Source: an optimization exercise on an open RTL-to-GDS flow (aim: small area and a short achievable clock period). Production flows keep margins and buffers that such runs may drop.
For this run, only the layout was checked, not whether the RTL still works.

===== config.mk =====
export PLATFORM = sky130hd
export DESIGN_NAME = ChecksumRTL_noparam
export DESIGN_NICKNAME = ChecksumRTL_noparam
export VERILOG_FILES = /design/flow/design.v
export SDC_FILE = /design/flow/constraint.sdc
export NUM_CORES = 4
export LEC_CHECK = 0
export CAP_MARGIN = 20
export CORE_MARGIN = 2
export CORE_UTILIZATION = 40
export SLEW_MARGIN = 20

===== constraint.sdc =====
create_clock -name core_clock -period 16.0 [get_ports {clk}]
set_input_delay 3.2000 -clock core_clock [delete_from_list [all_inputs] [get_ports {clk}]]
set_output_delay 3.2000 -clock core_clock [all_outputs]
set_load 0.01 [all_outputs]

===== design.v =====
module PipeQueue1EntryRTL__EntryType_Bits128
(
  input  logic [0:0] clk ,
  output logic [0:0] count ,
  input  logic [0:0] reset ,
  input logic [0:0] deq__en  ,
  output logic [0:0] deq__rdy  ,
  output logic [127:0] deq__ret  ,
  input logic [0:0] enq__en  ,
  input logic [127:0] enq__msg  ,
  output logic [0:0] enq__rdy  
);
  logic [127:0] entry;
  logic [0:0] full;
  always_comb begin : _lambda__s_in_q_q_deq_rdy
    deq__rdy = full & ( ~reset );
  end
  always_comb begin : _lambda__s_in_q_q_enq_rdy
    enq__rdy = ( ~reset ) & ( ( ~full ) | deq__en );
  end
  always_ff @(posedge clk) begin : ff_pipe1
    full <= ( ~reset ) & ( enq__en | ( full & ( ~deq__en ) ) );
    if ( enq__en ) begin
      entry <= enq__msg;
    end
  end
  assign count = full;
  assign deq__ret = entry;
endmodule
module PipeQueueRTL__EntryType_Bits128__num_entries_1
(
  input  logic [0:0] clk ,
  output logic [0:0] count ,
  input  logic [0:0] reset ,
  input logic [0:0] deq__en  ,
  output logic [0:0] deq__rdy  ,
  output logic [127:0] deq__ret  ,
  input logic [0:0] enq__en  ,
  input logic [127:0] enq__msg  ,
  output logic [0:0] enq__rdy  
);
  logic [0:0] q__clk;
  logic [0:0] q__count;
  logic [0:0] q__reset;
  logic [0:0] q__deq__en;
  logic [0:0] q__deq__rdy;
  logic [127:0] q__deq__ret;
  logic [0:0] q__enq__en;
  logic [127:0] q__enq__msg;
  logic [0:0] q__enq__rdy;
  PipeQueue1EntryRTL__EntryType_Bits128 q
  (
    .clk( q__clk ),
    .count( q__count ),
    .reset( q__reset ),
    .deq__en( q__deq__en ),
    .deq__rdy( q__deq__rdy ),
    .deq__ret( q__deq__ret ),
    .enq__en( q__enq__en ),
    .enq__msg( q__enq__msg ),
    .enq__rdy( q__enq__rdy )
  );
  assign q__clk = clk;
  assign q__reset = reset;
  assign q__enq__en = enq__en;
  assign q__enq__msg = enq__msg;
  assign enq__rdy = q__enq__rdy;
  assign q__deq__en = deq__en;
  assign deq__rdy = q__deq__rdy;
  assign deq__ret = q__deq__ret;
  assign count = q__count;
endmodule
module StepUnit_noparam
(
  input  logic [0:0] clk ,
  input  logic [0:0] reset ,
  input  logic [31:0] sum1_in ,
  output logic [31:0] sum1_out ,
  input  logic [31:0] sum2_in ,
  output logic [31:0] sum2_out ,
  input  logic [15:0] word_in 
);
  logic [31:0] __tmpvar__up_step_temp1;
  logic [31:0] __tmpvar__up_step_temp2;
  always_comb begin : up_step
    __tmpvar__up_step_temp1 = { { 16 { 1'b0 } }, word_in } + sum1_in;
    sum1_out = __tmpvar__up_step_temp1 & 32'd65535;
    __tmpvar__up_step_temp2 = sum1_out + sum2_in;
    sum2_out = __tmpvar__up_step_temp2 & 32'd65535;
  end
endmodule
module ChecksumRTL_noparam
(
  input  logic [0:0] clk ,
  input  logic [0:0] reset ,
  input logic [0:0] recv__en  ,
  input logic [127:0] recv__msg  ,
  output logic [0:0] recv__rdy  ,
  output logic [0:0] send__en  ,
  output logic [31:0] send__msg  ,
  input logic [0:0] send__rdy  
);
  logic [31:0] sum1;
  logic [31:0] sum2;
  logic [15:0] words [0:7];
  logic [0:0] in_q__clk;
  logic [0:0] in_q__count;
  logic [0:0] in_q__reset;
  logic [0:0] in_q__deq__en;
  logic [0:0] in_q__deq__rdy;
  logic [127:0] in_q__deq__ret;
  logic [0:0] in_q__enq__en;
  logic [127:0] in_q__enq__msg;
  logic [0:0] in_q__enq__rdy;
  PipeQueueRTL__EntryType_Bits128__num_entries_1 in_q
  (
    .clk( in_q__clk ),
    .count( in_q__count ),
    .reset( in_q__reset ),
    .deq__en( in_q__deq__en ),
    .deq__rdy( in_q__deq__rdy ),
    .deq__ret( in_q__deq__ret ),
    .enq__en( in_q__enq__en ),
    .enq__msg( in_q__enq__msg ),
    .enq__rdy( in_q__enq__rdy )
  );
  logic [0:0] steps__clk [0:7];
  logic [0:0] steps__reset [0:7];
  logic [31:0] steps__sum1_in [0:7];
  logic [31:0] steps__sum1_out [0:7];
  logic [31:0] steps__sum2_in [0:7];
  logic [31:0] steps__sum2_out [0:7];
  logic [15:0] steps__word_in [0:7];
  StepUnit_noparam steps__0
  (
    .clk( steps__clk[0] ),
    .reset( steps__reset[0] ),
    .sum1_in( steps__sum1_in[0] ),
    .sum1_out( steps__sum1_out[0] ),
    .sum2_in( steps__sum2_in[0] ),
    .sum2_out( steps__sum2_out[0] ),
    .word_in( steps__word_in[0] )
  );
  StepUnit_noparam steps__1
  (
    .clk( steps__clk[1] ),
    .reset( steps__reset[1] ),
    .sum1_in( steps__sum1_in[1] ),
    .sum1_out( steps__sum1_out[1] ),
    .sum2_in( steps__sum2_in[1] ),
    .sum2_out( steps__sum2_out[1] ),
    .word_in( steps__word_in[1] )
  );
  StepUnit_noparam steps__2
  (
    .clk( steps__clk[2] ),
    .reset( steps__reset[2] ),
    .sum1_in( steps__sum1_in[2] ),
    .sum1_out( steps__sum1_out[2] ),
    .sum2_in( steps__sum2_in[2] ),
    .sum2_out( steps__sum2_out[2] ),
    .word_in( steps__word_in[2] )
  );
  StepUnit_noparam steps__3
  (
    .clk( steps__clk[3] ),
    .reset( steps__reset[3] ),
    .sum1_in( steps__sum1_in[3] ),
    .sum1_out( steps__sum1_out[3] ),
    .sum2_in( steps__sum2_in[3] ),
    .sum2_out( steps__sum2_out[3] ),
    .word_in( steps__word_in[3] )
  );
  StepUnit_noparam steps__4
  (
    .clk( steps__clk[4] ),
    .reset( steps__reset[4] ),
    .sum1_in( steps__sum1_in[4] ),
    .sum1_out( steps__sum1_out[4] ),
    .sum2_in( steps__sum2_in[4] ),
    .sum2_out( steps__sum2_out[4] ),
    .word_in( steps__word_in[4] )
  );
  StepUnit_noparam steps__5
  (
    .clk( steps__clk[5] ),
    .reset( steps__reset[5] ),
    .sum1_in( steps__sum1_in[5] ),
    .sum1_out( steps__sum1_out[5] ),
    .sum2_in( steps__sum2_in[5] ),
    .sum2_out( steps__sum2_out[5] ),
    .word_in( steps__word_in[5] )
  );
  StepUnit_noparam steps__6
  (
    .clk( steps__clk[6] ),
    .reset( steps__reset[6] ),
    .sum1_in( steps__sum1_in[6] ),
    .sum1_out( steps__sum1_out[6] ),
    .sum2_in( steps__sum2_in[6] ),
    .sum2_out( steps__sum2_out[6] ),
    .word_in( steps__word_in[6] )
  );
  StepUnit_noparam steps__7
  (
    .clk( steps__clk[7] ),
    .reset( steps__reset[7] ),
    .sum1_in( steps__sum1_in[7] ),
    .sum1_out( steps__sum1_out[7] ),
    .sum2_in( steps__sum2_in[7] ),
    .sum2_out( steps__sum2_out[7] ),
    .word_in( steps__word_in[7] )
  );
  logic [0:0] __tmpvar__up_rtl_send_go;
  always_comb begin : up_rtl_send
    __tmpvar__up_rtl_send_go = in_q__deq__rdy & send__rdy;
    send__en = __tmpvar__up_rtl_send_go;
    in_q__deq__en = __tmpvar__up_rtl_send_go;
  end
  always_comb begin : up_rtl_sum
    send__msg = ( sum2 << 5'd16 ) | sum1;
  end
  assign in_q__clk = clk;
  assign in_q__reset = reset;
  assign steps__clk[0] = clk;
  assign steps__reset[0] = reset;
  assign steps__clk[1] = clk;
  assign steps__reset[1] = reset;
  assign steps__clk[2] = clk;
  assign steps__reset[2] = reset;
  assign steps__clk[3] = clk;
  assign steps__reset[3] = reset;
  assign steps__clk[4] = clk;
  assign steps__reset[4] = reset;
  assign steps__clk[5] = clk;
  assign steps__reset[5] = reset;
  assign steps__clk[6] = clk;
  assign steps__reset[6] = reset;
  assign steps__clk[7] = clk;
  assign steps__reset[7] = reset;
  assign in_q__enq__en = recv__en;
  assign in_q__enq__msg = recv__msg;
  assign recv__rdy = in_q__enq__rdy;
  assign words[0] = in_q__deq__ret[15:0];
  assign words[1] = in_q__deq__ret[31:16];
  assign words[2] = in_q__deq__ret[47:32];
  assign words[3] = in_q__deq__ret[63:48];
  assign words[4] = in_q__deq__ret[79:64];
  assign words[5] = in_q__deq__ret[95:80];
  assign words[6] = in_q__deq__ret[111:96];
  assign words[7] = in_q__deq__ret[127:112];
  assign steps__word_in[0] = words[0];
  assign steps__sum1_in[0] = 32'd0;
  assign steps__sum2_in[0] = 32'd0;
  assign steps__word_in[1] = words[1];
  assign steps__sum1_in[1] = steps__sum1_out[0];
  assign steps__sum2_in[1] = steps__sum2_out[0];
  assign steps__word_in[2] = words[2];
  assign steps__sum1_in[2] = steps__sum1_out[1];
  assign steps__sum2_in[2] = steps__sum2_out[1];
  assign steps__word_in[3] = words[3];
  assign steps__sum1_in[3] = steps__sum1_out[2];
  assign steps__sum2_in[3] = steps__sum2_out[2];
  assign steps__word_in[4] = words[4];
  assign steps__sum1_in[4] = steps__sum1_out[3];
  assign steps__sum2_in[4] = steps__sum2_out[3];
  assign steps__word_in[5] = words[5];
  assign steps__sum1_in[5] = steps__sum1_out[4];
  assign steps__sum2_in[5] = steps__sum2_out[4];
  assign steps__word_in[6] = words[6];
  assign steps__sum1_in[6] = steps__sum1_out[5];
  assign steps__sum2_in[6] = steps__sum2_out[5];
  assign steps__word_in[7] = words[7];
  assign steps__sum1_in[7] = steps__sum1_out[6];
  assign steps__sum2_in[7] = steps__sum2_out[6];
  assign sum1 = steps__sum1_out[7];
  assign sum2 = steps__sum2_out[7];
endmodule

===== run.sh =====
#!/bin/bash
# synth_recipe.tcl (not shown) runs the flow's synth.tcl, then flattens the netlist and writes it again
# the make line also repeats each setting of config.mk as NAME=value (left out here)
make -C /OpenROAD-flow-scripts/flow DESIGN_CONFIG=/design/flow/config.mk WORK_HOME=/design/flow/orfs CLKGATE_MAP_FILE= SYNTH_SCRIPT=/design/flow/synth_recipe.tcl finish

==> impl_metrics.yaml <==
die:
  num_rows: 61
  die_w_um: 173
  die_height_um: 173
  die-area_um2: 30000
  fp.coreArea_um2: 27900
  initial_core_util_pct: 40.9
  io-pin-count: 166
synth:
  synth_area_um2: 11400
  synth_top_area_cell: "edfxtp_1"
  yosysSeqAreaShare_pct: 33.8
  synth_area_leaders: "edfxtp_1, fa_1, ha_1"
  netlist_instances: 1064
  synth_edf_count: 128
  synth.most_common_cell: "inv_1"
  synth_top_cell_area_share_pct: 33.6
  synth_commonest_cells: "inv_1, ha_1, edfxtp_1"
  syn_area_per_cell_um2: 10.8
  ys_warn_count: 17
  ys.flop_type: "edfxtp_1"
  async_flop_share_pct: 0
  yosys_register_bits: 129
  synth.distinct_cells: 63
  syn_nets: 1417
placed_design:
  dp_cells: 1607
  dpl_cell_area_um2: 13600
  gp_congestion: 0.828
  post-place-ws_ns: 0.546
  io_buffers: 165
  place_hpwl_um: 21600
clocking:
  cts.sinks: 129
  cts-root-buf: "clkbuf_16"
  clk_pin_slew_ns: 0.06
  cts_tree: "yes"
  cts_buffers: 17
  htreeDepth: 4
  clock_latency_ns: 0.43
  ctsLongestPathBuffers: 2
cells_and_area:
  fin_nets: 1602
  seq_area_um2: 3860
  drive_gt1_share_pct: 4.99
  multi_input_area_um2: 6950
  final_area_um2: 14300
  fill_cells: 2607
  syn2layout_area_growth_pct: 24.6
  diodes: 0
  fin_cells: 1640
job:
  maxCapViolCount: 0
critical_path:
  critical_path_required_ns: 12.80
  worst_setup_path_start_kind: "register"
  crit_slowest_cell: "or4b_1"
  worst-r2r-setup-slack_ns: 15.28
  crit_type: "register to output pin"
  crit_arrival_ns: 12.14
  path_common_cell: "ha_1"
  max_stage_delay_ns: 0.59
  cp_max_fo: 6
  end_kind: "output pin"
sta:
  min_period_ns: 15.34
  slew_violations: 0
  relSlewSlack_pct: 34.7
  period_share_pct: 95.8
  skew_ns: 0
  setup_ws_ns: 0.665
  worstMarginPinSlew_ns: 0.980
  finalSetupTns_ns: 0
  final_hold_viol_count: 0
  setup-violations-final: 0
  max_clock_freq_mhz: 65.2
global_routing:
  grt_antenna_before_repair: 0
  grt_pass1_vias: 8210
  grt_pass1_wl_um: 42400
  grt.overflow.total: 0
  grt_max_degree: 73
  track_usage_pct: 18.3
route:
  drtAntennaViolNets: 0
  dr.pass1.iters: 4
  wl_per_cell_um: 16.3
  drt_iter0_drc: 409
  viasPerCell: 4.92
  vias: 8064
  routed_wl_um: 26700
  drc: 0
worst_hold_path:
  holdCritPathClass: "register to register"
outcome:
  status: "finished clean"
worst paths after layout:
path / startpoint / to / cells after the start
worst min register to register: in_q.q.full / in_q.q.full / 3
worst min-delay path: in_q.q.full / in_q.q.full / 3
worst max-delay path: in_q.q.entry[0] / send__msg[31] / 51
worst max register to register: in_q.q.full / in_q.q.full / 3
what timing repair did:
action                                  4_1_cts  5_1_grt
resized for setup                             1       15
buffers inserted                              0        1
endpoints found under the setup margin        1        2
pin swaps                                     0        3
hold buffers                                  0        0
cell usage in the layout (no fill, tap or decap), types with 4 or more instances in the layout:
cell type,Yosys,layout
o21a_1,10,10
fa_1,92,92
nand3_1,12,12
o21bai_1,7,7
mux2i_1,5,5
a21o_1,23,23
o21ai_1,17,17
nand4_1,4,4
xnor2_1,72,71
clkinvlp_4,0,4
ha_1,129,128
a21oi_1,53,51
clkbuf_16,0,17
a21boi_0,9,9
a21oi_2,2,4
inv_6,0,5
xor2_1,34,34
nand2b_1,10,10
nand2_1,38,38
or2_2,5,5
nor2_1,69,68
and3_1,4,4
nor3_1,18,18
nor2b_1,22,21
a21boi_1,7,7
inv_1,183,183
clkdlybuf4s50_1,0,163
o21ai_0,36,35
edfxtp_1,128,128
a31oi_1,6,5
through the flow:
stage | utilization, % | hold WS [ns]
3_3_place_gp | 48.6 | 0.586
5_1_grt | 51.0 | 0.636
4_1_cts | 50.7 | 0.611
2_1_floorplan | - | 0.568
3_5_place_dp | 48.6 | 0.600
6_report | 51.0 | 0.608
worst max-delay path, delay by kind of cell (launching register included):
| family | cells | cell delay (ns) |
|---|---|---|
| DFF | 1 | 0.40 |
| and+or+nand+nor | 13 | 2.56 |
| AOI/OAI and AO/OA | 15 | 2.87 |
| buffers and inverters | 4 | 0.45 |
| adders and majority gates | 11 | 4.22 |
| muxes | 3 | 0.42 |
| xor gates and xnor gates | 5 | 0.80 |
layout make-up:
cell class                 count  area share (%)
multi-input combinational    751            48.8
clock buffer                  18            3.01
clock inverter                14            1.26
sequential                   129            27.1
tap                          378            3.32
timing repair buffer         167            11.7
inverter                     183            4.82
registers in the layout, indices dropped and copies added (netlist names):
register,flops
in_q.q.full,1
in_q.q.entry,128
metal layers:
metal / vias to the layer above / routed length (um) / track usage, %
li1: 4028 / - / -
met1: 3840 / 11800 / 22.7
met2: 180 / 13700 / 33.0
met3: 16 / 965 / 3.45
met4: 0 / 233 / 4.06
met5: - / 0 / 0
cells by family after synthesis:
family,share of synthesized area [%]
xor+xnor,8.31
simple gates,8.83
fa+ha+maj,30.2
mux,0.634
buf+inv,6.04
compound gates,12.2
flops,33.8
